What follows belongs to an exercise in optimizing a design on an open flow for small area; a production flow would make more cautious choices.
Only simulation tests tie the RTL to the original design; equivalence was not proved.
Power is estimated from default activity; no workload was simulated.

--- flow/design.v ---
module alu_top(
    input clk, clear,
    input [31:0]alu_in0, alu_in1,
    input [3:0]control_signal,
    output reg [31:0]alu_out,
    output zero_flag
    );
    wire [31:0] a = alu_in0;
    wire [31:0] b = alu_in1;
    wire sub, k_p, k_pn, k_c, k_cn, k_g, k_gn, k_r, k_l, k_u, k_s, left, leftn, fill;
    alu_dec u_dec(.op(control_signal), .a31(a[31]), .sub(sub), .k_p(k_p), .k_pn(k_pn),
        .k_c(k_c), .k_cn(k_cn), .k_g(k_g), .k_gn(k_gn), .k_r(k_r), .k_l(k_l),
        .k_u(k_u), .k_s(k_s), .left(left), .leftn(leftn), .fill(fill));
    wire [31:0] bx, p, gn;
    wire [32:0] c;
    alu_pg u_pg0(.a(a[0]), .b(b[0]), .sub(sub), .bx(bx[0]), .p(p[0]), .gn(gn[0]));
    alu_pg u_pg1(.a(a[1]), .b(b[1]), .sub(sub), .bx(bx[1]), .p(p[1]), .gn(gn[1]));
    alu_pg u_pg2(.a(a[2]), .b(b[2]), .sub(sub), .bx(bx[2]), .p(p[2]), .gn(gn[2]));
    alu_pg u_pg3(.a(a[3]), .b(b[3]), .sub(sub), .bx(bx[3]), .p(p[3]), .gn(gn[3]));
    alu_pg u_pg4(.a(a[4]), .b(b[4]), .sub(sub), .bx(bx[4]), .p(p[4]), .gn(gn[4]));
    alu_pg u_pg5(.a(a[5]), .b(b[5]), .sub(sub), .bx(bx[5]), .p(p[5]), .gn(gn[5]));
    alu_pg u_pg6(.a(a[6]), .b(b[6]), .sub(sub), .bx(bx[6]), .p(p[6]), .gn(gn[6]));
    alu_pg u_pg7(.a(a[7]), .b(b[7]), .sub(sub), .bx(bx[7]), .p(p[7]), .gn(gn[7]));
    alu_pg u_pg8(.a(a[8]), .b(b[8]), .sub(sub), .bx(bx[8]), .p(p[8]), .gn(gn[8]));
    alu_pg u_pg9(.a(a[9]), .b(b[9]), .sub(sub), .bx(bx[9]), .p(p[9]), .gn(gn[9]));
    alu_pg u_pg10(.a(a[10]), .b(b[10]), .sub(sub), .bx(bx[10]), .p(p[10]), .gn(gn[10]));
    alu_pg u_pg11(.a(a[11]), .b(b[11]), .sub(sub), .bx(bx[11]), .p(p[11]), .gn(gn[11]));
    alu_pg u_pg12(.a(a[12]), .b(b[12]), .sub(sub), .bx(bx[12]), .p(p[12]), .gn(gn[12]));
    alu_pg u_pg13(.a(a[13]), .b(b[13]), .sub(sub), .bx(bx[13]), .p(p[13]), .gn(gn[13]));
    alu_pg u_pg14(.a(a[14]), .b(b[14]), .sub(sub), .bx(bx[14]), .p(p[14]), .gn(gn[14]));
    alu_pg u_pg15(.a(a[15]), .b(b[15]), .sub(sub), .bx(bx[15]), .p(p[15]), .gn(gn[15]));
    alu_pg u_pg16(.a(a[16]), .b(b[16]), .sub(sub), .bx(bx[16]), .p(p[16]), .gn(gn[16]));
    alu_pg u_pg17(.a(a[17]), .b(b[17]), .sub(sub), .bx(bx[17]), .p(p[17]), .gn(gn[17]));
    alu_pg u_pg18(.a(a[18]), .b(b[18]), .sub(sub), .bx(bx[18]), .p(p[18]), .gn(gn[18]));
    alu_pg u_pg19(.a(a[19]), .b(b[19]), .sub(sub), .bx(bx[19]), .p(p[19]), .gn(gn[19]));
    alu_pg u_pg20(.a(a[20]), .b(b[20]), .sub(sub), .bx(bx[20]), .p(p[20]), .gn(gn[20]));
    alu_pg u_pg21(.a(a[21]), .b(b[21]), .sub(sub), .bx(bx[21]), .p(p[21]), .gn(gn[21]));
    alu_pg u_pg22(.a(a[22]), .b(b[22]), .sub(sub), .bx(bx[22]), .p(p[22]), .gn(gn[22]));
    alu_pg u_pg23(.a(a[23]), .b(b[23]), .sub(sub), .bx(bx[23]), .p(p[23]), .gn(gn[23]));
    alu_pg u_pg24(.a(a[24]), .b(b[24]), .sub(sub), .bx(bx[24]), .p(p[24]), .gn(gn[24]));
    alu_pg u_pg25(.a(a[25]), .b(b[25]), .sub(sub), .bx(bx[25]), .p(p[25]), .gn(gn[25]));
    alu_pg u_pg26(.a(a[26]), .b(b[26]), .sub(sub), .bx(bx[26]), .p(p[26]), .gn(gn[26]));
    alu_pg u_pg27(.a(a[27]), .b(b[27]), .sub(sub), .bx(bx[27]), .p(p[27]), .gn(gn[27]));
    alu_pg u_pg28(.a(a[28]), .b(b[28]), .sub(sub), .bx(bx[28]), .p(p[28]), .gn(gn[28]));
    alu_pg u_pg29(.a(a[29]), .b(b[29]), .sub(sub), .bx(bx[29]), .p(p[29]), .gn(gn[29]));
    alu_pg u_pg30(.a(a[30]), .b(b[30]), .sub(sub), .bx(bx[30]), .p(p[30]), .gn(gn[30]));
    alu_pg u_pg31(.a(a[31]), .b(b[31]), .sub(sub), .bx(bx[31]), .p(p[31]), .gn(gn[31]));
    assign c[0] = sub;
    wire G0, P0;
    alu_blkgp4 u_gp0(.p(p[3:0]), .gn(gn[3:0]), .a(a[3:0]), .G(G0), .P(P0));
    alu_ripple4 u_rp0(.p(p[2:0]), .gn(gn[2:0]), .a(a[2:0]), .cin(c[0]), .c(c[3:1]));
    wire G1, P1;
    alu_blkgp4 u_gp1(.p(p[7:4]), .gn(gn[7:4]), .a(a[7:4]), .G(G1), .P(P1));
    alu_ripple4 u_rp1(.p(p[6:4]), .gn(gn[6:4]), .a(a[6:4]), .cin(c[4]), .c(c[7:5]));
    wire G2, P2;
    alu_blkgp4 u_gp2(.p(p[11:8]), .gn(gn[11:8]), .a(a[11:8]), .G(G2), .P(P2));
    alu_ripple4 u_rp2(.p(p[10:8]), .gn(gn[10:8]), .a(a[10:8]), .cin(c[8]), .c(c[11:9]));
    wire G3, P3;
    alu_blkgp4 u_gp3(.p(p[15:12]), .gn(gn[15:12]), .a(a[15:12]), .G(G3), .P(P3));
    alu_ripple4 u_rp3(.p(p[14:12]), .gn(gn[14:12]), .a(a[14:12]), .cin(c[12]), .c(c[15:13]));
    wire G4, P4;
    alu_blkgp4 u_gp4(.p(p[19:16]), .gn(gn[19:16]), .a(a[19:16]), .G(G4), .P(P4));
    alu_ripple4 u_rp4(.p(p[18:16]), .gn(gn[18:16]), .a(a[18:16]), .cin(c[16]), .c(c[19:17]));
    wire G5, P5;
    alu_blkgp4 u_gp5(.p(p[23:20]), .gn(gn[23:20]), .a(a[23:20]), .G(G5), .P(P5));
    alu_ripple4 u_rp5(.p(p[22:20]), .gn(gn[22:20]), .a(a[22:20]), .cin(c[20]), .c(c[23:21]));
    wire G6, P6;
    alu_blkgp4 u_gp6(.p(p[27:24]), .gn(gn[27:24]), .a(a[27:24]), .G(G6), .P(P6));
    alu_ripple4 u_rp6(.p(p[26:24]), .gn(gn[26:24]), .a(a[26:24]), .cin(c[24]), .c(c[27:25]));
    wire G7, P7;
    alu_blkgp4 u_gp7(.p(p[31:28]), .gn(gn[31:28]), .a(a[31:28]), .G(G7), .P(P7));
    alu_ripple4 u_rp7(.p(p[30:28]), .gn(gn[30:28]), .a(a[30:28]), .cin(c[28]), .c(c[31:29]));
    wire BG_1_0;
    alu_cnode u_BG_1_0(.G(G0), .P(P0), .cin(sub), .cout(BG_1_0));
    wire BG_3_2;
    alu_cnode u_BG_3_2(.G(G2), .P(P2), .cin(G1), .cout(BG_3_2));
    wire BP_3_2;
    alu_and2 u_BP_3_2(.a(P2), .b(P1), .y(BP_3_2));
    wire BG_5_4;
    alu_cnode u_BG_5_4(.G(G4), .P(P4), .cin(G3), .cout(BG_5_4));
    wire BP_5_4;
    alu_and2 u_BP_5_4(.a(P4), .b(P3), .y(BP_5_4));
    wire BG_7_6;
    alu_cnode u_BG_7_6(.G(G6), .P(P6), .cin(G5), .cout(BG_7_6));
    wire BP_7_6;
    alu_and2 u_BP_7_6(.a(P6), .b(P5), .y(BP_7_6));
    wire BG_2_0;
    alu_cnode u_BG_2_0(.G(G1), .P(P1), .cin(BG_1_0), .cout(BG_2_0));
    wire BG_3_0;
    alu_cnode u_BG_3_0(.G(BG_3_2), .P(BP_3_2), .cin(BG_1_0), .cout(BG_3_0));
    wire BG_6_4;
    alu_cnode u_BG_6_4(.G(G5), .P(P5), .cin(BG_5_4), .cout(BG_6_4));
    wire BP_6_4;
    alu_and2 u_BP_6_4(.a(P5), .b(BP_5_4), .y(BP_6_4));
    wire BG_7_4;
    alu_cnode u_BG_7_4(.G(BG_7_6), .P(BP_7_6), .cin(BG_5_4), .cout(BG_7_4));
    wire BP_7_4;
    alu_and2 u_BP_7_4(.a(BP_7_6), .b(BP_5_4), .y(BP_7_4));
    wire BG_4_0;
    alu_cnode u_BG_4_0(.G(G3), .P(P3), .cin(BG_3_0), .cout(BG_4_0));
    wire BG_5_0;
    alu_cnode u_BG_5_0(.G(BG_5_4), .P(BP_5_4), .cin(BG_3_0), .cout(BG_5_0));
    wire BG_6_0;
    alu_cnode u_BG_6_0(.G(BG_6_4), .P(BP_6_4), .cin(BG_3_0), .cout(BG_6_0));
    wire BG_7_0;
    alu_cnode u_BG_7_0(.G(BG_7_4), .P(BP_7_4), .cin(BG_3_0), .cout(BG_7_0));
    wire BG_8_0;
    alu_cnode u_BG_8_0(.G(G7), .P(P7), .cin(BG_7_0), .cout(BG_8_0));
    assign c[4] = BG_1_0;
    assign c[8] = BG_2_0;
    assign c[12] = BG_3_0;
    assign c[16] = BG_4_0;
    assign c[20] = BG_5_0;
    assign c[24] = BG_6_0;
    assign c[28] = BG_7_0;
    assign c[32] = BG_8_0;
    wire slt_bit;
    alu_slt u_slt(.p31(p[31]), .c32(c[32]), .k_u(k_u), .k_s(k_s), .y(slt_bit));
    wire [31:0] s0;
    alu_muxa u_rv0(.d0(a[0]), .d1(a[31]), .s(left), .sn(leftn), .yn(s0[0]));
    alu_muxa u_rv1(.d0(a[1]), .d1(a[30]), .s(left), .sn(leftn), .yn(s0[1]));
    alu_muxa u_rv2(.d0(a[2]), .d1(a[29]), .s(left), .sn(leftn), .yn(s0[2]));
    alu_muxa u_rv3(.d0(a[3]), .d1(a[28]), .s(left), .sn(leftn), .yn(s0[3]));
    alu_muxa u_rv4(.d0(a[4]), .d1(a[27]), .s(left), .sn(leftn), .yn(s0[4]));
    alu_muxa u_rv5(.d0(a[5]), .d1(a[26]), .s(left), .sn(leftn), .yn(s0[5]));
    alu_muxa u_rv6(.d0(a[6]), .d1(a[25]), .s(left), .sn(leftn), .yn(s0[6]));
    alu_muxa u_rv7(.d0(a[7]), .d1(a[24]), .s(left), .sn(leftn), .yn(s0[7]));
    alu_muxa u_rv8(.d0(a[8]), .d1(a[23]), .s(left), .sn(leftn), .yn(s0[8]));
    alu_muxa u_rv9(.d0(a[9]), .d1(a[22]), .s(left), .sn(leftn), .yn(s0[9]));
    alu_muxa u_rv10(.d0(a[10]), .d1(a[21]), .s(left), .sn(leftn), .yn(s0[10]));
    alu_muxa u_rv11(.d0(a[11]), .d1(a[20]), .s(left), .sn(leftn), .yn(s0[11]));
    alu_muxa u_rv12(.d0(a[12]), .d1(a[19]), .s(left), .sn(leftn), .yn(s0[12]));
    alu_muxa u_rv13(.d0(a[13]), .d1(a[18]), .s(left), .sn(leftn), .yn(s0[13]));
    alu_muxa u_rv14(.d0(a[14]), .d1(a[17]), .s(left), .sn(leftn), .yn(s0[14]));
    alu_muxa u_rv15(.d0(a[15]), .d1(a[16]), .s(left), .sn(leftn), .yn(s0[15]));
    alu_muxa u_rv16(.d0(a[16]), .d1(a[15]), .s(left), .sn(leftn), .yn(s0[16]));
    alu_muxa u_rv17(.d0(a[17]), .d1(a[14]), .s(left), .sn(leftn), .yn(s0[17]));
    alu_muxa u_rv18(.d0(a[18]), .d1(a[13]), .s(left), .sn(leftn), .yn(s0[18]));
    alu_muxa u_rv19(.d0(a[19]), .d1(a[12]), .s(left), .sn(leftn), .yn(s0[19]));
    alu_muxa u_rv20(.d0(a[20]), .d1(a[11]), .s(left), .sn(leftn), .yn(s0[20]));
    alu_muxa u_rv21(.d0(a[21]), .d1(a[10]), .s(left), .sn(leftn), .yn(s0[21]));
    alu_muxa u_rv22(.d0(a[22]), .d1(a[9]), .s(left), .sn(leftn), .yn(s0[22]));
    alu_muxa u_rv23(.d0(a[23]), .d1(a[8]), .s(left), .sn(leftn), .yn(s0[23]));
    alu_muxa u_rv24(.d0(a[24]), .d1(a[7]), .s(left), .sn(leftn), .yn(s0[24]));
    alu_muxa u_rv25(.d0(a[25]), .d1(a[6]), .s(left), .sn(leftn), .yn(s0[25]));
    alu_muxa u_rv26(.d0(a[26]), .d1(a[5]), .s(left), .sn(leftn), .yn(s0[26]));
    alu_muxa u_rv27(.d0(a[27]), .d1(a[4]), .s(left), .sn(leftn), .yn(s0[27]));
    alu_muxa u_rv28(.d0(a[28]), .d1(a[3]), .s(left), .sn(leftn), .yn(s0[28]));
    alu_muxa u_rv29(.d0(a[29]), .d1(a[2]), .s(left), .sn(leftn), .yn(s0[29]));
    alu_muxa u_rv30(.d0(a[30]), .d1(a[1]), .s(left), .sn(leftn), .yn(s0[30]));
    alu_muxa u_rv31(.d0(a[31]), .d1(a[0]), .s(left), .sn(leftn), .yn(s0[31]));
    wire [4:0] sh = b[4:0];
    wire [4:0] shn;
    alu_inv5 u_shn(.a(sh), .y(shn));
    wire filln;
    alu_inv1 u_filln(.a(fill), .y(filln));
    wire [31:0] s1;
    alu_muxo u_s0_0(.d0n(s0[0]), .d1n(s0[1]), .s(sh[0]), .sn(shn[0]), .y(s1[0]));
    alu_muxo u_s0_1(.d0n(s0[1]), .d1n(s0[2]), .s(sh[0]), .sn(shn[0]), .y(s1[1]));
    alu_muxo u_s0_2(.d0n(s0[2]), .d1n(s0[3]), .s(sh[0]), .sn(shn[0]), .y(s1[2]));
    alu_muxo u_s0_3(.d0n(s0[3]), .d1n(s0[4]), .s(sh[0]), .sn(shn[0]), .y(s1[3]));
    alu_muxo u_s0_4(.d0n(s0[4]), .d1n(s0[5]), .s(sh[0]), .sn(shn[0]), .y(s1[4]));
    alu_muxo u_s0_5(.d0n(s0[5]), .d1n(s0[6]), .s(sh[0]), .sn(shn[0]), .y(s1[5]));
    alu_muxo u_s0_6(.d0n(s0[6]), .d1n(s0[7]), .s(sh[0]), .sn(shn[0]), .y(s1[6]));
    alu_muxo u_s0_7(.d0n(s0[7]), .d1n(s0[8]), .s(sh[0]), .sn(shn[0]), .y(s1[7]));
    alu_muxo u_s0_8(.d0n(s0[8]), .d1n(s0[9]), .s(sh[0]), .sn(shn[0]), .y(s1[8]));
    alu_muxo u_s0_9(.d0n(s0[9]), .d1n(s0[10]), .s(sh[0]), .sn(shn[0]), .y(s1[9]));
    alu_muxo u_s0_10(.d0n(s0[10]), .d1n(s0[11]), .s(sh[0]), .sn(shn[0]), .y(s1[10]));
    alu_muxo u_s0_11(.d0n(s0[11]), .d1n(s0[12]), .s(sh[0]), .sn(shn[0]), .y(s1[11]));
    alu_muxo u_s0_12(.d0n(s0[12]), .d1n(s0[13]), .s(sh[0]), .sn(shn[0]), .y(s1[12]));
    alu_muxo u_s0_13(.d0n(s0[13]), .d1n(s0[14]), .s(sh[0]), .sn(shn[0]), .y(s1[13]));
    alu_muxo u_s0_14(.d0n(s0[14]), .d1n(s0[15]), .s(sh[0]), .sn(shn[0]), .y(s1[14]));
    alu_muxo u_s0_15(.d0n(s0[15]), .d1n(s0[16]), .s(sh[0]), .sn(shn[0]), .y(s1[15]));
    alu_muxo u_s0_16(.d0n(s0[16]), .d1n(s0[17]), .s(sh[0]), .sn(shn[0]), .y(s1[16]));
    alu_muxo u_s0_17(.d0n(s0[17]), .d1n(s0[18]), .s(sh[0]), .sn(shn[0]), .y(s1[17]));
    alu_muxo u_s0_18(.d0n(s0[18]), .d1n(s0[19]), .s(sh[0]), .sn(shn[0]), .y(s1[18]));
    alu_muxo u_s0_19(.d0n(s0[19]), .d1n(s0[20]), .s(sh[0]), .sn(shn[0]), .y(s1[19]));
    alu_muxo u_s0_20(.d0n(s0[20]), .d1n(s0[21]), .s(sh[0]), .sn(shn[0]), .y(s1[20]));
    alu_muxo u_s0_21(.d0n(s0[21]), .d1n(s0[22]), .s(sh[0]), .sn(shn[0]), .y(s1[21]));
    alu_muxo u_s0_22(.d0n(s0[22]), .d1n(s0[23]), .s(sh[0]), .sn(shn[0]), .y(s1[22]));
    alu_muxo u_s0_23(.d0n(s0[23]), .d1n(s0[24]), .s(sh[0]), .sn(shn[0]), .y(s1[23]));
    alu_muxo u_s0_24(.d0n(s0[24]), .d1n(s0[25]), .s(sh[0]), .sn(shn[0]), .y(s1[24]));
    alu_muxo u_s0_25(.d0n(s0[25]), .d1n(s0[26]), .s(sh[0]), .sn(shn[0]), .y(s1[25]));
    alu_muxo u_s0_26(.d0n(s0[26]), .d1n(s0[27]), .s(sh[0]), .sn(shn[0]), .y(s1[26]));
    alu_muxo u_s0_27(.d0n(s0[27]), .d1n(s0[28]), .s(sh[0]), .sn(shn[0]), .y(s1[27]));
    alu_muxo u_s0_28(.d0n(s0[28]), .d1n(s0[29]), .s(sh[0]), .sn(shn[0]), .y(s1[28]));
    alu_muxo u_s0_29(.d0n(s0[29]), .d1n(s0[30]), .s(sh[0]), .sn(shn[0]), .y(s1[29]));
    alu_muxo u_s0_30(.d0n(s0[30]), .d1n(s0[31]), .s(sh[0]), .sn(shn[0]), .y(s1[30]));
    alu_muxo u_s0_31(.d0n(s0[31]), .d1n(filln), .s(sh[0]), .sn(shn[0]), .y(s1[31]));
    wire [31:0] s2;
    alu_muxa u_s1_0(.d0(s1[0]), .d1(s1[2]), .s(sh[1]), .sn(shn[1]), .yn(s2[0]));
    alu_muxa u_s1_1(.d0(s1[1]), .d1(s1[3]), .s(sh[1]), .sn(shn[1]), .yn(s2[1]));
    alu_muxa u_s1_2(.d0(s1[2]), .d1(s1[4]), .s(sh[1]), .sn(shn[1]), .yn(s2[2]));
    alu_muxa u_s1_3(.d0(s1[3]), .d1(s1[5]), .s(sh[1]), .sn(shn[1]), .yn(s2[3]));
    alu_muxa u_s1_4(.d0(s1[4]), .d1(s1[6]), .s(sh[1]), .sn(shn[1]), .yn(s2[4]));
    alu_muxa u_s1_5(.d0(s1[5]), .d1(s1[7]), .s(sh[1]), .sn(shn[1]), .yn(s2[5]));
    alu_muxa u_s1_6(.d0(s1[6]), .d1(s1[8]), .s(sh[1]), .sn(shn[1]), .yn(s2[6]));
    alu_muxa u_s1_7(.d0(s1[7]), .d1(s1[9]), .s(sh[1]), .sn(shn[1]), .yn(s2[7]));
    alu_muxa u_s1_8(.d0(s1[8]), .d1(s1[10]), .s(sh[1]), .sn(shn[1]), .yn(s2[8]));
    alu_muxa u_s1_9(.d0(s1[9]), .d1(s1[11]), .s(sh[1]), .sn(shn[1]), .yn(s2[9]));
    alu_muxa u_s1_10(.d0(s1[10]), .d1(s1[12]), .s(sh[1]), .sn(shn[1]), .yn(s2[10]));
    alu_muxa u_s1_11(.d0(s1[11]), .d1(s1[13]), .s(sh[1]), .sn(shn[1]), .yn(s2[11]));
    alu_muxa u_s1_12(.d0(s1[12]), .d1(s1[14]), .s(sh[1]), .sn(shn[1]), .yn(s2[12]));
    alu_muxa u_s1_13(.d0(s1[13]), .d1(s1[15]), .s(sh[1]), .sn(shn[1]), .yn(s2[13]));
    alu_muxa u_s1_14(.d0(s1[14]), .d1(s1[16]), .s(sh[1]), .sn(shn[1]), .yn(s2[14]));
    alu_muxa u_s1_15(.d0(s1[15]), .d1(s1[17]), .s(sh[1]), .sn(shn[1]), .yn(s2[15]));
    alu_muxa u_s1_16(.d0(s1[16]), .d1(s1[18]), .s(sh[1]), .sn(shn[1]), .yn(s2[16]));
    alu_muxa u_s1_17(.d0(s1[17]), .d1(s1[19]), .s(sh[1]), .sn(shn[1]), .yn(s2[17]));
    alu_muxa u_s1_18(.d0(s1[18]), .d1(s1[20]), .s(sh[1]), .sn(shn[1]), .yn(s2[18]));
    alu_muxa u_s1_19(.d0(s1[19]), .d1(s1[21]), .s(sh[1]), .sn(shn[1]), .yn(s2[19]));
    alu_muxa u_s1_20(.d0(s1[20]), .d1(s1[22]), .s(sh[1]), .sn(shn[1]), .yn(s2[20]));
    alu_muxa u_s1_21(.d0(s1[21]), .d1(s1[23]), .s(sh[1]), .sn(shn[1]), .yn(s2[21]));
    alu_muxa u_s1_22(.d0(s1[22]), .d1(s1[24]), .s(sh[1]), .sn(shn[1]), .yn(s2[22]));
    alu_muxa u_s1_23(.d0(s1[23]), .d1(s1[25]), .s(sh[1]), .sn(shn[1]), .yn(s2[23]));
    alu_muxa u_s1_24(.d0(s1[24]), .d1(s1[26]), .s(sh[1]), .sn(shn[1]), .yn(s2[24]));
    alu_muxa u_s1_25(.d0(s1[25]), .d1(s1[27]), .s(sh[1]), .sn(shn[1]), .yn(s2[25]));
    alu_muxa u_s1_26(.d0(s1[26]), .d1(s1[28]), .s(sh[1]), .sn(shn[1]), .yn(s2[26]));
    alu_muxa u_s1_27(.d0(s1[27]), .d1(s1[29]), .s(sh[1]), .sn(shn[1]), .yn(s2[27]));
    alu_muxa u_s1_28(.d0(s1[28]), .d1(s1[30]), .s(sh[1]), .sn(shn[1]), .yn(s2[28]));
    alu_muxa u_s1_29(.d0(s1[29]), .d1(s1[31]), .s(sh[1]), .sn(shn[1]), .yn(s2[29]));
    alu_muxa u_s1_30(.d0(s1[30]), .d1(fill), .s(sh[1]), .sn(shn[1]), .yn(s2[30]));
    alu_muxa u_s1_31(.d0(s1[31]), .d1(fill), .s(sh[1]), .sn(shn[1]), .yn(s2[31]));
    wire [31:0] s3;
    alu_muxo u_s2_0(.d0n(s2[0]), .d1n(s2[4]), .s(sh[2]), .sn(shn[2]), .y(s3[0]));
    alu_muxo u_s2_1(.d0n(s2[1]), .d1n(s2[5]), .s(sh[2]), .sn(shn[2]), .y(s3[1]));
    alu_muxo u_s2_2(.d0n(s2[2]), .d1n(s2[6]), .s(sh[2]), .sn(shn[2]), .y(s3[2]));
    alu_muxo u_s2_3(.d0n(s2[3]), .d1n(s2[7]), .s(sh[2]), .sn(shn[2]), .y(s3[3]));
    alu_muxo u_s2_4(.d0n(s2[4]), .d1n(s2[8]), .s(sh[2]), .sn(shn[2]), .y(s3[4]));
    alu_muxo u_s2_5(.d0n(s2[5]), .d1n(s2[9]), .s(sh[2]), .sn(shn[2]), .y(s3[5]));
    alu_muxo u_s2_6(.d0n(s2[6]), .d1n(s2[10]), .s(sh[2]), .sn(shn[2]), .y(s3[6]));
    alu_muxo u_s2_7(.d0n(s2[7]), .d1n(s2[11]), .s(sh[2]), .sn(shn[2]), .y(s3[7]));
    alu_muxo u_s2_8(.d0n(s2[8]), .d1n(s2[12]), .s(sh[2]), .sn(shn[2]), .y(s3[8]));
    alu_muxo u_s2_9(.d0n(s2[9]), .d1n(s2[13]), .s(sh[2]), .sn(shn[2]), .y(s3[9]));
    alu_muxo u_s2_10(.d0n(s2[10]), .d1n(s2[14]), .s(sh[2]), .sn(shn[2]), .y(s3[10]));
    alu_muxo u_s2_11(.d0n(s2[11]), .d1n(s2[15]), .s(sh[2]), .sn(shn[2]), .y(s3[11]));
    alu_muxo u_s2_12(.d0n(s2[12]), .d1n(s2[16]), .s(sh[2]), .sn(shn[2]), .y(s3[12]));
    alu_muxo u_s2_13(.d0n(s2[13]), .d1n(s2[17]), .s(sh[2]), .sn(shn[2]), .y(s3[13]));
    alu_muxo u_s2_14(.d0n(s2[14]), .d1n(s2[18]), .s(sh[2]), .sn(shn[2]), .y(s3[14]));
    alu_muxo u_s2_15(.d0n(s2[15]), .d1n(s2[19]), .s(sh[2]), .sn(shn[2]), .y(s3[15]));
    alu_muxo u_s2_16(.d0n(s2[16]), .d1n(s2[20]), .s(sh[2]), .sn(shn[2]), .y(s3[16]));
    alu_muxo u_s2_17(.d0n(s2[17]), .d1n(s2[21]), .s(sh[2]), .sn(shn[2]), .y(s3[17]));
    alu_muxo u_s2_18(.d0n(s2[18]), .d1n(s2[22]), .s(sh[2]), .sn(shn[2]), .y(s3[18]));
    alu_muxo u_s2_19(.d0n(s2[19]), .d1n(s2[23]), .s(sh[2]), .sn(shn[2]), .y(s3[19]));
    alu_muxo u_s2_20(.d0n(s2[20]), .d1n(s2[24]), .s(sh[2]), .sn(shn[2]), .y(s3[20]));
    alu_muxo u_s2_21(.d0n(s2[21]), .d1n(s2[25]), .s(sh[2]), .sn(shn[2]), .y(s3[21]));
    alu_muxo u_s2_22(.d0n(s2[22]), .d1n(s2[26]), .s(sh[2]), .sn(shn[2]), .y(s3[22]));
    alu_muxo u_s2_23(.d0n(s2[23]), .d1n(s2[27]), .s(sh[2]), .sn(shn[2]), .y(s3[23]));
    alu_muxo u_s2_24(.d0n(s2[24]), .d1n(s2[28]), .s(sh[2]), .sn(shn[2]), .y(s3[24]));
    alu_muxo u_s2_25(.d0n(s2[25]), .d1n(s2[29]), .s(sh[2]), .sn(shn[2]), .y(s3[25]));
    alu_muxo u_s2_26(.d0n(s2[26]), .d1n(s2[30]), .s(sh[2]), .sn(shn[2]), .y(s3[26]));
    alu_muxo u_s2_27(.d0n(s2[27]), .d1n(s2[31]), .s(sh[2]), .sn(shn[2]), .y(s3[27]));
    alu_muxo u_s2_28(.d0n(s2[28]), .d1n(filln), .s(sh[2]), .sn(shn[2]), .y(s3[28]));
    alu_muxo u_s2_29(.d0n(s2[29]), .d1n(filln), .s(sh[2]), .sn(shn[2]), .y(s3[29]));
    alu_muxo u_s2_30(.d0n(s2[30]), .d1n(filln), .s(sh[2]), .sn(shn[2]), .y(s3[30]));
    alu_muxo u_s2_31(.d0n(s2[31]), .d1n(filln), .s(sh[2]), .sn(shn[2]), .y(s3[31]));
    wire [31:0] s4;
    alu_muxa u_s3_0(.d0(s3[0]), .d1(s3[8]), .s(sh[3]), .sn(shn[3]), .yn(s4[0]));
    alu_muxa u_s3_1(.d0(s3[1]), .d1(s3[9]), .s(sh[3]), .sn(shn[3]), .yn(s4[1]));
    alu_muxa u_s3_2(.d0(s3[2]), .d1(s3[10]), .s(sh[3]), .sn(shn[3]), .yn(s4[2]));
    alu_muxa u_s3_3(.d0(s3[3]), .d1(s3[11]), .s(sh[3]), .sn(shn[3]), .yn(s4[3]));
    alu_muxa u_s3_4(.d0(s3[4]), .d1(s3[12]), .s(sh[3]), .sn(shn[3]), .yn(s4[4]));
    alu_muxa u_s3_5(.d0(s3[5]), .d1(s3[13]), .s(sh[3]), .sn(shn[3]), .yn(s4[5]));
    alu_muxa u_s3_6(.d0(s3[6]), .d1(s3[14]), .s(sh[3]), .sn(shn[3]), .yn(s4[6]));
    alu_muxa u_s3_7(.d0(s3[7]), .d1(s3[15]), .s(sh[3]), .sn(shn[3]), .yn(s4[7]));
    alu_muxa u_s3_8(.d0(s3[8]), .d1(s3[16]), .s(sh[3]), .sn(shn[3]), .yn(s4[8]));
    alu_muxa u_s3_9(.d0(s3[9]), .d1(s3[17]), .s(sh[3]), .sn(shn[3]), .yn(s4[9]));
    alu_muxa u_s3_10(.d0(s3[10]), .d1(s3[18]), .s(sh[3]), .sn(shn[3]), .yn(s4[10]));
    alu_muxa u_s3_11(.d0(s3[11]), .d1(s3[19]), .s(sh[3]), .sn(shn[3]), .yn(s4[11]));
    alu_muxa u_s3_12(.d0(s3[12]), .d1(s3[20]), .s(sh[3]), .sn(shn[3]), .yn(s4[12]));
    alu_muxa u_s3_13(.d0(s3[13]), .d1(s3[21]), .s(sh[3]), .sn(shn[3]), .yn(s4[13]));
    alu_muxa u_s3_14(.d0(s3[14]), .d1(s3[22]), .s(sh[3]), .sn(shn[3]), .yn(s4[14]));
    alu_muxa u_s3_15(.d0(s3[15]), .d1(s3[23]), .s(sh[3]), .sn(shn[3]), .yn(s4[15]));
    alu_muxa u_s3_16(.d0(s3[16]), .d1(s3[24]), .s(sh[3]), .sn(shn[3]), .yn(s4[16]));
    alu_muxa u_s3_17(.d0(s3[17]), .d1(s3[25]), .s(sh[3]), .sn(shn[3]), .yn(s4[17]));
    alu_muxa u_s3_18(.d0(s3[18]), .d1(s3[26]), .s(sh[3]), .sn(shn[3]), .yn(s4[18]));
    alu_muxa u_s3_19(.d0(s3[19]), .d1(s3[27]), .s(sh[3]), .sn(shn[3]), .yn(s4[19]));
    alu_muxa u_s3_20(.d0(s3[20]), .d1(s3[28]), .s(sh[3]), .sn(shn[3]), .yn(s4[20]));
    alu_muxa u_s3_21(.d0(s3[21]), .d1(s3[29]), .s(sh[3]), .sn(shn[3]), .yn(s4[21]));
    alu_muxa u_s3_22(.d0(s3[22]), .d1(s3[30]), .s(sh[3]), .sn(shn[3]), .yn(s4[22]));
    alu_muxa u_s3_23(.d0(s3[23]), .d1(s3[31]), .s(sh[3]), .sn(shn[3]), .yn(s4[23]));
    alu_muxa u_s3_24(.d0(s3[24]), .d1(fill), .s(sh[3]), .sn(shn[3]), .yn(s4[24]));
    alu_muxa u_s3_25(.d0(s3[25]), .d1(fill), .s(sh[3]), .sn(shn[3]), .yn(s4[25]));
    alu_muxa u_s3_26(.d0(s3[26]), .d1(fill), .s(sh[3]), .sn(shn[3]), .yn(s4[26]));
    alu_muxa u_s3_27(.d0(s3[27]), .d1(fill), .s(sh[3]), .sn(shn[3]), .yn(s4[27]));
    alu_muxa u_s3_28(.d0(s3[28]), .d1(fill), .s(sh[3]), .sn(shn[3]), .yn(s4[28]));
    alu_muxa u_s3_29(.d0(s3[29]), .d1(fill), .s(sh[3]), .sn(shn[3]), .yn(s4[29]));
    alu_muxa u_s3_30(.d0(s3[30]), .d1(fill), .s(sh[3]), .sn(shn[3]), .yn(s4[30]));
    alu_muxa u_s3_31(.d0(s3[31]), .d1(fill), .s(sh[3]), .sn(shn[3]), .yn(s4[31]));
    wire [31:0] s5;
    alu_muxo u_s4_0(.d0n(s4[0]), .d1n(s4[16]), .s(sh[4]), .sn(shn[4]), .y(s5[0]));
    alu_muxo u_s4_1(.d0n(s4[1]), .d1n(s4[17]), .s(sh[4]), .sn(shn[4]), .y(s5[1]));
    alu_muxo u_s4_2(.d0n(s4[2]), .d1n(s4[18]), .s(sh[4]), .sn(shn[4]), .y(s5[2]));
    alu_muxo u_s4_3(.d0n(s4[3]), .d1n(s4[19]), .s(sh[4]), .sn(shn[4]), .y(s5[3]));
    alu_muxo u_s4_4(.d0n(s4[4]), .d1n(s4[20]), .s(sh[4]), .sn(shn[4]), .y(s5[4]));
    alu_muxo u_s4_5(.d0n(s4[5]), .d1n(s4[21]), .s(sh[4]), .sn(shn[4]), .y(s5[5]));
    alu_muxo u_s4_6(.d0n(s4[6]), .d1n(s4[22]), .s(sh[4]), .sn(shn[4]), .y(s5[6]));
    alu_muxo u_s4_7(.d0n(s4[7]), .d1n(s4[23]), .s(sh[4]), .sn(shn[4]), .y(s5[7]));
    alu_muxo u_s4_8(.d0n(s4[8]), .d1n(s4[24]), .s(sh[4]), .sn(shn[4]), .y(s5[8]));
    alu_muxo u_s4_9(.d0n(s4[9]), .d1n(s4[25]), .s(sh[4]), .sn(shn[4]), .y(s5[9]));
    alu_muxo u_s4_10(.d0n(s4[10]), .d1n(s4[26]), .s(sh[4]), .sn(shn[4]), .y(s5[10]));
    alu_muxo u_s4_11(.d0n(s4[11]), .d1n(s4[27]), .s(sh[4]), .sn(shn[4]), .y(s5[11]));
    alu_muxo u_s4_12(.d0n(s4[12]), .d1n(s4[28]), .s(sh[4]), .sn(shn[4]), .y(s5[12]));
    alu_muxo u_s4_13(.d0n(s4[13]), .d1n(s4[29]), .s(sh[4]), .sn(shn[4]), .y(s5[13]));
    alu_muxo u_s4_14(.d0n(s4[14]), .d1n(s4[30]), .s(sh[4]), .sn(shn[4]), .y(s5[14]));
    alu_muxo u_s4_15(.d0n(s4[15]), .d1n(s4[31]), .s(sh[4]), .sn(shn[4]), .y(s5[15]));
    alu_muxo u_s4_16(.d0n(s4[16]), .d1n(filln), .s(sh[4]), .sn(shn[4]), .y(s5[16]));
    alu_muxo u_s4_17(.d0n(s4[17]), .d1n(filln), .s(sh[4]), .sn(shn[4]), .y(s5[17]));
    alu_muxo u_s4_18(.d0n(s4[18]), .d1n(filln), .s(sh[4]), .sn(shn[4]), .y(s5[18]));
    alu_muxo u_s4_19(.d0n(s4[19]), .d1n(filln), .s(sh[4]), .sn(shn[4]), .y(s5[19]));
    alu_muxo u_s4_20(.d0n(s4[20]), .d1n(filln), .s(sh[4]), .sn(shn[4]), .y(s5[20]));
    alu_muxo u_s4_21(.d0n(s4[21]), .d1n(filln), .s(sh[4]), .sn(shn[4]), .y(s5[21]));
    alu_muxo u_s4_22(.d0n(s4[22]), .d1n(filln), .s(sh[4]), .sn(shn[4]), .y(s5[22]));
    alu_muxo u_s4_23(.d0n(s4[23]), .d1n(filln), .s(sh[4]), .sn(shn[4]), .y(s5[23]));
    alu_muxo u_s4_24(.d0n(s4[24]), .d1n(filln), .s(sh[4]), .sn(shn[4]), .y(s5[24]));
    alu_muxo u_s4_25(.d0n(s4[25]), .d1n(filln), .s(sh[4]), .sn(shn[4]), .y(s5[25]));
    alu_muxo u_s4_26(.d0n(s4[26]), .d1n(filln), .s(sh[4]), .sn(shn[4]), .y(s5[26]));
    alu_muxo u_s4_27(.d0n(s4[27]), .d1n(filln), .s(sh[4]), .sn(shn[4]), .y(s5[27]));
    alu_muxo u_s4_28(.d0n(s4[28]), .d1n(filln), .s(sh[4]), .sn(shn[4]), .y(s5[28]));
    alu_muxo u_s4_29(.d0n(s4[29]), .d1n(filln), .s(sh[4]), .sn(shn[4]), .y(s5[29]));
    alu_muxo u_s4_30(.d0n(s4[30]), .d1n(filln), .s(sh[4]), .sn(shn[4]), .y(s5[30]));
    alu_muxo u_s4_31(.d0n(s4[31]), .d1n(filln), .s(sh[4]), .sn(shn[4]), .y(s5[31]));
    wire [31:0] res;
    alu_fin0 u_fin0(.p(p[0]), .c(c[0]), .gn(gn[0]), .sr(s5[0]), .sl(s5[31]), .k_p(k_p), .k_pn(k_pn), .k_c(k_c), .k_cn(k_cn), .k_g(k_g), .k_gn(k_gn), .k_r(k_r), .k_l(k_l), .x(slt_bit), .y(res[0]));
    alu_fin u_fin1(.p(p[1]), .c(c[1]), .gn(gn[1]), .sr(s5[1]), .sl(s5[30]), .k_p(k_p), .k_pn(k_pn), .k_c(k_c), .k_cn(k_cn), .k_g(k_g), .k_gn(k_gn), .k_r(k_r), .k_l(k_l), .y(res[1]));
    alu_fin u_fin2(.p(p[2]), .c(c[2]), .gn(gn[2]), .sr(s5[2]), .sl(s5[29]), .k_p(k_p), .k_pn(k_pn), .k_c(k_c), .k_cn(k_cn), .k_g(k_g), .k_gn(k_gn), .k_r(k_r), .k_l(k_l), .y(res[2]));
    alu_fin u_fin3(.p(p[3]), .c(c[3]), .gn(gn[3]), .sr(s5[3]), .sl(s5[28]), .k_p(k_p), .k_pn(k_pn), .k_c(k_c), .k_cn(k_cn), .k_g(k_g), .k_gn(k_gn), .k_r(k_r), .k_l(k_l), .y(res[3]));
    alu_fin u_fin4(.p(p[4]), .c(c[4]), .gn(gn[4]), .sr(s5[4]), .sl(s5[27]), .k_p(k_p), .k_pn(k_pn), .k_c(k_c), .k_cn(k_cn), .k_g(k_g), .k_gn(k_gn), .k_r(k_r), .k_l(k_l), .y(res[4]));
    alu_fin u_fin5(.p(p[5]), .c(c[5]), .gn(gn[5]), .sr(s5[5]), .sl(s5[26]), .k_p(k_p), .k_pn(k_pn), .k_c(k_c), .k_cn(k_cn), .k_g(k_g), .k_gn(k_gn), .k_r(k_r), .k_l(k_l), .y(res[5]));
    alu_fin u_fin6(.p(p[6]), .c(c[6]), .gn(gn[6]), .sr(s5[6]), .sl(s5[25]), .k_p(k_p), .k_pn(k_pn), .k_c(k_c), .k_cn(k_cn), .k_g(k_g), .k_gn(k_gn), .k_r(k_r), .k_l(k_l), .y(res[6]));
    alu_fin u_fin7(.p(p[7]), .c(c[7]), .gn(gn[7]), .sr(s5[7]), .sl(s5[24]), .k_p(k_p), .k_pn(k_pn), .k_c(k_c), .k_cn(k_cn), .k_g(k_g), .k_gn(k_gn), .k_r(k_r), .k_l(k_l), .y(res[7]));
    alu_fin u_fin8(.p(p[8]), .c(c[8]), .gn(gn[8]), .sr(s5[8]), .sl(s5[23]), .k_p(k_p), .k_pn(k_pn), .k_c(k_c), .k_cn(k_cn), .k_g(k_g), .k_gn(k_gn), .k_r(k_r), .k_l(k_l), .y(res[8]));
    alu_fin u_fin9(.p(p[9]), .c(c[9]), .gn(gn[9]), .sr(s5[9]), .sl(s5[22]), .k_p(k_p), .k_pn(k_pn), .k_c(k_c), .k_cn(k_cn), .k_g(k_g), .k_gn(k_gn), .k_r(k_r), .k_l(k_l), .y(res[9]));
    alu_fin u_fin10(.p(p[10]), .c(c[10]), .gn(gn[10]), .sr(s5[10]), .sl(s5[21]), .k_p(k_p), .k_pn(k_pn), .k_c(k_c), .k_cn(k_cn), .k_g(k_g), .k_gn(k_gn), .k_r(k_r), .k_l(k_l), .y(res[10]));
    alu_fin u_fin11(.p(p[11]), .c(c[11]), .gn(gn[11]), .sr(s5[11]), .sl(s5[20]), .k_p(k_p), .k_pn(k_pn), .k_c(k_c), .k_cn(k_cn), .k_g(k_g), .k_gn(k_gn), .k_r(k_r), .k_l(k_l), .y(res[11]));
    alu_fin u_fin12(.p(p[12]), .c(c[12]), .gn(gn[12]), .sr(s5[12]), .sl(s5[19]), .k_p(k_p), .k_pn(k_pn), .k_c(k_c), .k_cn(k_cn), .k_g(k_g), .k_gn(k_gn), .k_r(k_r), .k_l(k_l), .y(res[12]));
    alu_fin u_fin13(.p(p[13]), .c(c[13]), .gn(gn[13]), .sr(s5[13]), .sl(s5[18]), .k_p(k_p), .k_pn(k_pn), .k_c(k_c), .k_cn(k_cn), .k_g(k_g), .k_gn(k_gn), .k_r(k_r), .k_l(k_l), .y(res[13]));
    alu_fin u_fin14(.p(p[14]), .c(c[14]), .gn(gn[14]), .sr(s5[14]), .sl(s5[17]), .k_p(k_p), .k_pn(k_pn), .k_c(k_c), .k_cn(k_cn), .k_g(k_g), .k_gn(k_gn), .k_r(k_r), .k_l(k_l), .y(res[14]));
    alu_fin u_fin15(.p(p[15]), .c(c[15]), .gn(gn[15]), .sr(s5[15]), .sl(s5[16]), .k_p(k_p), .k_pn(k_pn), .k_c(k_c), .k_cn(k_cn), .k_g(k_g), .k_gn(k_gn), .k_r(k_r), .k_l(k_l), .y(res[15]));
    alu_fin u_fin16(.p(p[16]), .c(c[16]), .gn(gn[16]), .sr(s5[16]), .sl(s5[15]), .k_p(k_p), .k_pn(k_pn), .k_c(k_c), .k_cn(k_cn), .k_g(k_g), .k_gn(k_gn), .k_r(k_r), .k_l(k_l), .y(res[16]));
    alu_fin u_fin17(.p(p[17]), .c(c[17]), .gn(gn[17]), .sr(s5[17]), .sl(s5[14]), .k_p(k_p), .k_pn(k_pn), .k_c(k_c), .k_cn(k_cn), .k_g(k_g), .k_gn(k_gn), .k_r(k_r), .k_l(k_l), .y(res[17]));
    alu_fin u_fin18(.p(p[18]), .c(c[18]), .gn(gn[18]), .sr(s5[18]), .sl(s5[13]), .k_p(k_p), .k_pn(k_pn), .k_c(k_c), .k_cn(k_cn), .k_g(k_g), .k_gn(k_gn), .k_r(k_r), .k_l(k_l), .y(res[18]));
    alu_fin u_fin19(.p(p[19]), .c(c[19]), .gn(gn[19]), .sr(s5[19]), .sl(s5[12]), .k_p(k_p), .k_pn(k_pn), .k_c(k_c), .k_cn(k_cn), .k_g(k_g), .k_gn(k_gn), .k_r(k_r), .k_l(k_l), .y(res[19]));
    alu_fin u_fin20(.p(p[20]), .c(c[20]), .gn(gn[20]), .sr(s5[20]), .sl(s5[11]), .k_p(k_p), .k_pn(k_pn), .k_c(k_c), .k_cn(k_cn), .k_g(k_g), .k_gn(k_gn), .k_r(k_r), .k_l(k_l), .y(res[20]));
    alu_fin u_fin21(.p(p[21]), .c(c[21]), .gn(gn[21]), .sr(s5[21]), .sl(s5[10]), .k_p(k_p), .k_pn(k_pn), .k_c(k_c), .k_cn(k_cn), .k_g(k_g), .k_gn(k_gn), .k_r(k_r), .k_l(k_l), .y(res[21]));
    alu_fin u_fin22(.p(p[22]), .c(c[22]), .gn(gn[22]), .sr(s5[22]), .sl(s5[9]), .k_p(k_p), .k_pn(k_pn), .k_c(k_c), .k_cn(k_cn), .k_g(k_g), .k_gn(k_gn), .k_r(k_r), .k_l(k_l), .y(res[22]));
    alu_fin u_fin23(.p(p[23]), .c(c[23]), .gn(gn[23]), .sr(s5[23]), .sl(s5[8]), .k_p(k_p), .k_pn(k_pn), .k_c(k_c), .k_cn(k_cn), .k_g(k_g), .k_gn(k_gn), .k_r(k_r), .k_l(k_l), .y(res[23]));
    alu_fin u_fin24(.p(p[24]), .c(c[24]), .gn(gn[24]), .sr(s5[24]), .sl(s5[7]), .k_p(k_p), .k_pn(k_pn), .k_c(k_c), .k_cn(k_cn), .k_g(k_g), .k_gn(k_gn), .k_r(k_r), .k_l(k_l), .y(res[24]));
    alu_fin u_fin25(.p(p[25]), .c(c[25]), .gn(gn[25]), .sr(s5[25]), .sl(s5[6]), .k_p(k_p), .k_pn(k_pn), .k_c(k_c), .k_cn(k_cn), .k_g(k_g), .k_gn(k_gn), .k_r(k_r), .k_l(k_l), .y(res[25]));
    alu_fin u_fin26(.p(p[26]), .c(c[26]), .gn(gn[26]), .sr(s5[26]), .sl(s5[5]), .k_p(k_p), .k_pn(k_pn), .k_c(k_c), .k_cn(k_cn), .k_g(k_g), .k_gn(k_gn), .k_r(k_r), .k_l(k_l), .y(res[26]));
    alu_fin u_fin27(.p(p[27]), .c(c[27]), .gn(gn[27]), .sr(s5[27]), .sl(s5[4]), .k_p(k_p), .k_pn(k_pn), .k_c(k_c), .k_cn(k_cn), .k_g(k_g), .k_gn(k_gn), .k_r(k_r), .k_l(k_l), .y(res[27]));
    alu_fin u_fin28(.p(p[28]), .c(c[28]), .gn(gn[28]), .sr(s5[28]), .sl(s5[3]), .k_p(k_p), .k_pn(k_pn), .k_c(k_c), .k_cn(k_cn), .k_g(k_g), .k_gn(k_gn), .k_r(k_r), .k_l(k_l), .y(res[28]));
    alu_fin u_fin29(.p(p[29]), .c(c[29]), .gn(gn[29]), .sr(s5[29]), .sl(s5[2]), .k_p(k_p), .k_pn(k_pn), .k_c(k_c), .k_cn(k_cn), .k_g(k_g), .k_gn(k_gn), .k_r(k_r), .k_l(k_l), .y(res[29]));
    alu_fin u_fin30(.p(p[30]), .c(c[30]), .gn(gn[30]), .sr(s5[30]), .sl(s5[1]), .k_p(k_p), .k_pn(k_pn), .k_c(k_c), .k_cn(k_cn), .k_g(k_g), .k_gn(k_gn), .k_r(k_r), .k_l(k_l), .y(res[30]));
    alu_fin u_fin31(.p(p[31]), .c(c[31]), .gn(gn[31]), .sr(s5[31]), .sl(s5[0]), .k_p(k_p), .k_pn(k_pn), .k_c(k_c), .k_cn(k_cn), .k_g(k_g), .k_gn(k_gn), .k_r(k_r), .k_l(k_l), .y(res[31]));
    alu_zero u_zero(.x(alu_out), .z(zero_flag));
    always @(posedge clk or posedge clear) begin
        if (clear)
            alu_out <= 32'b0;
        else
            alu_out <= res;
    end
endmodule
module alu_dec(input [3:0] op, input a31, output sub, k_p, k_pn, k_c, k_cn, k_g, k_gn,
               output k_r, k_l, k_u, k_s, left, leftn, fill);
    wire lo = ~op[3];
    assign sub = op[3] | (op[0] & ~op[1] & ~op[2]);                   
    assign k_c = lo & ~op[2] & ~op[1];                                
    assign k_g = lo & ~op[2] & op[1];                                 
    assign k_p = lo & ((~op[2] & ~op[1]) | (~op[2] & op[0]) | (op[2] & ~op[1] & ~op[0]));  
    assign k_cn = ~k_c;
    assign k_gn = ~k_g;
    assign k_pn = ~k_p;
    assign k_r = lo & op[2] & op[1];                                  
    assign k_l = lo & op[2] & ~op[1] & op[0];                         
    assign k_u = op[3] & ~op[2] & ~op[1] & ~op[0];                    
    assign k_s = op[3] & ~op[2] & ~op[1] & op[0];                     
    assign left = ~op[1];                                             
    assign leftn = op[1];
    assign fill = op[1] & op[0] & a31;                                
endmodule
module alu_pg(input a, b, sub, output bx, p, gn);
    alu_xor2 u_bx(.a(b), .b(sub), .y(bx));
    alu_xor2 u_p(.a(a), .b(bx), .y(p));
    alu_nand2 u_gn(.a(a), .b(bx), .y(gn));
endmodule
module alu_xor2(input a, b, output y);
    assign y = a ^ b;
endmodule
module alu_nand2(input a, b, output y);
    assign y = ~(a & b);
endmodule
module alu_a222oi(input a1, a2, b1, b2, c1, c2, output y);
    assign y = ~((a1 & a2) | (b1 & b2) | (c1 & c2));
endmodule
module alu_a2bb2oi(input a1n, a2n, b1, b2, output y);
    assign y = ~((~a1n & ~a2n) | (b1 & b2));
endmodule
module alu_and2(input a, b, output y);
    assign y = a & b;
endmodule
module alu_cnode(input G, P, cin, output cout);
    assign cout = G | (P & cin);
endmodule
module alu_slt(input p31, c32, k_u, k_s, output y);
    assign y = (k_u & ~c32) | (k_s & (p31 ^ c32));
endmodule
module alu_muxa(input d0, d1, s, sn, output yn);
    assign yn = ~((d0 & sn) | (d1 & s));
endmodule
module alu_muxo(input d0n, d1n, s, sn, output y);
    assign y = ~((d0n | s) & (d1n | sn));
endmodule
module alu_inv5(input [4:0] a, output [4:0] y);
    assign y = ~a;
endmodule
module alu_inv1(input a, output y);
    assign y = ~a;
endmodule
module alu_fin(input p, c, gn, sr, sl, k_p, k_pn, k_c, k_cn, k_g, k_gn, k_r, k_l, output y);
    wire ln, rn;
    alu_a222oi u_l(.a1(p), .a2(k_p), .b1(sr), .b2(k_r), .c1(sl), .c2(k_l), .y(ln));
    alu_a2bb2oi u_r(.a1n(gn), .a2n(k_gn), .b1(c), .b2(k_c), .y(rn));
    alu_xor2 u_y(.a(ln), .b(rn), .y(y));
endmodule
module alu_fin0(input p, c, gn, sr, sl, k_p, k_pn, k_c, k_cn, k_g, k_gn, k_r, k_l, x, output y);
    assign y = ((p & k_p) | (sr & k_r) | (sl & k_l)) ^ ((c & k_c) | (~gn & k_g) | x);
endmodule
module alu_zero(input [31:0] x, output z);
    assign z = ~|x;
endmodule
module alu_blkgp4(input [3:0] p, gn, a, output G, P);
    wire [3:0] g = ~gn;
    wire [4:0] t;
    assign t[0] = 1'b0;
    genvar i;
    generate for (i = 0; i < 4; i = i + 1) begin : g_c
        assign t[i+1] = g[i] | (p[i] & t[i]);
    end endgenerate
    assign G = t[4];
    assign P = &p;
endmodule
module alu_ripple4(input [2:0] p, gn, a, input cin, output [3:1] c);
    wire [3:0] t;
    assign t[0] = cin;
    genvar i;
    generate for (i = 0; i < 3; i = i + 1) begin : g_c
        assign t[i+1] = ~gn[i] | (p[i] & t[i]);
    end endgenerate
    assign c = t[3:1];
endmodule
--- flow/flow/run.sh ---
#!/bin/bash
# Layout flow: the standard flow, with three changes in how the layout is made:
#  - synthesis maps with an area-oriented ABC script (strash; dch -f; amap -m)
#    and leaves adders to ABC (no separate full/half adder cells),
#  - port buffers use sky130_fd_sc_hd__buf_1,
#  - CTS uses small clock buffers and no dummy loads.
# Each tool's output goes to a log file of its own in this folder.
set -uo pipefail
cp -r "$FLOW_HOME/scripts" scripts_mod
printf 'strash\ndch -f\namap -m\ntopo\n' > scripts_mod/abc_area.script
cp scripts_mod/abc_area.script scripts_mod/abc_speed.script
export BUFFER_PORTS_ARGS="-buffer_cell sky130_fd_sc_hd__buf_1"
export CTS_ARGS="-sink_clustering_enable -repair_clock_nets -dont_use_dummy_load -buf_list {sky130_fd_sc_hd__clkbuf_4 sky130_fd_sc_hd__clkbuf_8}"
SCRIPTS_DIR="$PWD/scripts_mod" ADDER_MAP_FILE= bash standard.sh synth > synth.log 2>&1 || exit 1
bash standard.sh > layout.log 2>&1
--- flow/standard.sh ---
#!/bin/bash
# synth_recipe.tcl (not shown) runs the flow's synth.tcl, then flattens the netlist and writes it again
# the make line also repeats each setting of config.mk as NAME=value (left out here)
make -C /OpenROAD-flow-scripts/flow DESIGN_CONFIG=/design/flow/config.mk WORK_HOME=/design/flow/orfs CLKGATE_MAP_FILE= SYNTH_SCRIPT=/design/flow/synth_recipe.tcl "${@:-finish}"
--- flow/config.mk ---
export PLATFORM = sky130hd
export DESIGN_NAME = alu_top
export DESIGN_NICKNAME = alu_top
export VERILOG_FILES = /design/flow/design.v
export SDC_FILE = /design/flow/constraint.sdc
export NUM_CORES = 4
export LEC_CHECK = 0
export ABC_AREA = 1
export CAP_MARGIN = 20
export CORE_MARGIN = 2
export CORE_UTILIZATION = 40
export GPL_TIMING_DRIVEN = 0
export SLEW_MARGIN = 20
export SYNTH_HIERARCHICAL = 1
--- flow/constraint.sdc ---
create_clock -name core_clock -period 4.5 [get_ports {clk}]
set_input_delay 0.9000 -clock core_clock [delete_from_list [all_inputs] [get_ports {clk}]]
set_output_delay 0.9000 -clock core_clock [all_outputs]
set_load 0.01 [all_outputs]
==> run notes <==
where the power goes:
| part | internal (mW) | switching [mW] |
|---|---|---|
| logic | 0.238 | 0.483 |
| clock network | 0.0998 | 0.106 |
| registers | 0.325 | 0.0201 |
| total | 0.662 | 0.609 |
layout make-up:
type	count	area (um2)
Sequential cell	32	800.8
Tap cell	140	175.2
Multi-Input combinational cell	650	3637
Buffer	1	7.507
Clock buffer	5	68.82
Timing Repair inverter	1	5.005
Timing Repair Buffer	112	545.5
Fill cell	1189	5519
Inverter	32	128.9
worst paths after layout:
path,from,endpoint,slack [ns]
max in group asynchronous,clear,alu_out[29]$_DFF_PP0_,3.46
min in group core_clock,alu_in0[27],alu_out[27]$_DFF_PP0_,1.16
hold / removal,clear,alu_out[6]$_DFF_PP0_,0.58
setup / recovery,control_signal[1],alu_out[0]$_DFF_PP0_,0.15
layer usage:
| metal | track usage | vias up |
|---|---|---|
| met4 | 0.1257 | 0 |
| met3 | 0.06402 | 47 |
| li1 | - | 3088 |
| met5 | 0 | - |
| met2 | 0.5207 | 349 |
| met1 | 0.4193 | 2896 |
layout by cell type (no fill, tap or decap), drive strengths merged:
master and n:
o211ai 1, clkinvlp 1, buf 113, dfrtp 32, clkbuf 5, and2 5
a21o 13, nor3 5, and3 1, nor2 137, o22ai 97, a21oi 135
a22oi 96, nand4 2, a221oi 1, nor4 8, o21ai 18, a222oi 32
nand2 99, clkinv 32
what timing repair did:
| action | in CTS | in global routing |
|---|---|---|
| gates resized for setup | 5 | 17 |
| gates cloned | 1 | 0 |
| buffers inserted | 2 | 0 |
| pin swaps | 1 | 1 |
| setup endpoints to repair | 6 | 8 |
through the flow:
stage	utilization	instance area [um2]
after CTS	0.4880	5314
after global placement	0.4630	5041
after global routing	0.4931	5369
after detailed placement	0.4781	5205
after floorplan	-	4483
final	0.4931	5369
==> impl_metrics.ini <==
[die]
die_w_um = 109.7
die_area_um2 = 12030
pin_count = 103
num_rows = 38
fp.dieH_um = 109.7
core_um2 = 10890
start_util = 0.4103

[power]
power_mw = 1.272
max-vdd-ir-drop_uv = 164.3
powerDensity_nw_per_um2 = 236.8
p_leak_nw = 1.943

[clock_tree]
cts.clk_slew.worst_paths_ns = 0.08
hold_buffers = 0
cts_tree = yes
cts-root-buf = clkbuf_8
clk_path_buf_depth = 2
numCtsBuffers = 5
cts_max_level = 2
clkSinkCount = 32

[cells_and_area]
fin_cells = 973
largest_reg_flops = 32
diodes = 0
final_nets = 905
drive_gt1_frac = 0.05642
area_delta_synth_final_pct = 20.20
reg_top3 = alu_out x32
top_register = alu_out

[global_route]
grt_pass1_wl_um = 29550
antenna_found_initial = 0
grt_use_total = 0.3215
grt_pass1_vias = 5624
grt_max_degree = 36
gr-total-overflow = 0

[detailed_routing]
met1_length_um = 8349
routed_wl_um = 19700
post-route-drc-count = 0
routed.top_layer = met4
wl_per_cell_um = 20.24
firstDrtPassIters = 10
met3WireLength_um = 1797
drtIter0Drc = 970
vias = 6380
viasPerCell = 6.557
wl_met2_um = 8866
ant_nets = 0

[timing]
fin_ws_ns = 0.1479
finalMaxSlewViolations = 0
relSlewSlack = 0.2586
worst_slew_pin_slew_ns = 1.105
finalCritPeriodShare = 0.9671
whs_ns = 0.5768
fmax_mhz = 229.8
setup_violations = 0
rsz0062_at_grt = yes
finalHoldViolCount = 0
tns_ns = 0
finalCriticalPeriod_ns = 4.352

[worst_setup_path]
cp_num_buf_inv = 4
path_depth = 24
worstPathMaxFanout = 26
slowest_stage = a221oi_2
critical-path-top-delay-family = compound AO/OA/AOI/OAI gates
slowest_delay_ns = 0.27
cp-end-kind = flop
arrival_ns = 4.55
crit_required_ns = 4.70
crit_chain = buf_2, clkinv_4, nand2_2, o21ai_4, buf_4, buf_16, nor2_1, a21oi_1, nor2_1, a21oi_2, nand2_1, o21ai_0, a21oi_1, o21ai_0, a21o_1, a21o_2, a21o_4, a21o_1, nand2_1, o21ai_0, o22ai_1, a221oi_2, nor2_1, a21oi_2
cp-start-kind = input pin
worstSetupPathType = in2reg

[placement]
dp.cells = 965
gp_congestion = 0.9657
io_buffers = 102
dp_hpwl_um = 14780
post-place-ws_ns = -0.8713

[flow_run]
max-cap-violations = 0

[hold_path]
min_path_type = in2async

[run_status]
run_status = timing/DRC/antenna clean

[synthesis]
yosysWarningCount = 7
syn-num-nets = 785
postSynthAreaPerCell_um2 = 6.247
syn-cell-area_um2 = 4467
synth_cells = 715

what the ideal ports hide:
The flow's constraints put no driver on any port. The routed layout listed below was extracted and timed again, unchanged, in two steps.
Step 1 (the two cells are an assumption about what drives the block):
set clk [get_ports {clk}]
set_driving_cell -lib_cell sky130_fd_sc_hd__clkbuf_16 $clk
set_driving_cell -lib_cell sky130_fd_sc_hd__buf_2 [delete_from_list [all_inputs] $clk]
Step 2 adds t to the input delays and takes it off the output delays; t is the mean of the earliest and latest rising clock arrival at the registers after step 1. Input paths then give back, and output paths get back, about the clock's delay inside the block.
Three values: ideal ports, drivers, drivers and shift; two values: the first two.
t (ns): 0.313
slack for setup (ns): 0.148 / 0.161 / -0.152
latest minus earliest clock arrival (ns): 0.016 / 0.016
worst register clock-pin slew, ns: 0.08 / 0.08
worst slew at a driven data input, ns: 0.04
Met with ideal ports but missed after step 2: setup timing in this run. The setup slack of this run moves by +0.013 ns with the drivers and by -0.300 ns with both steps.
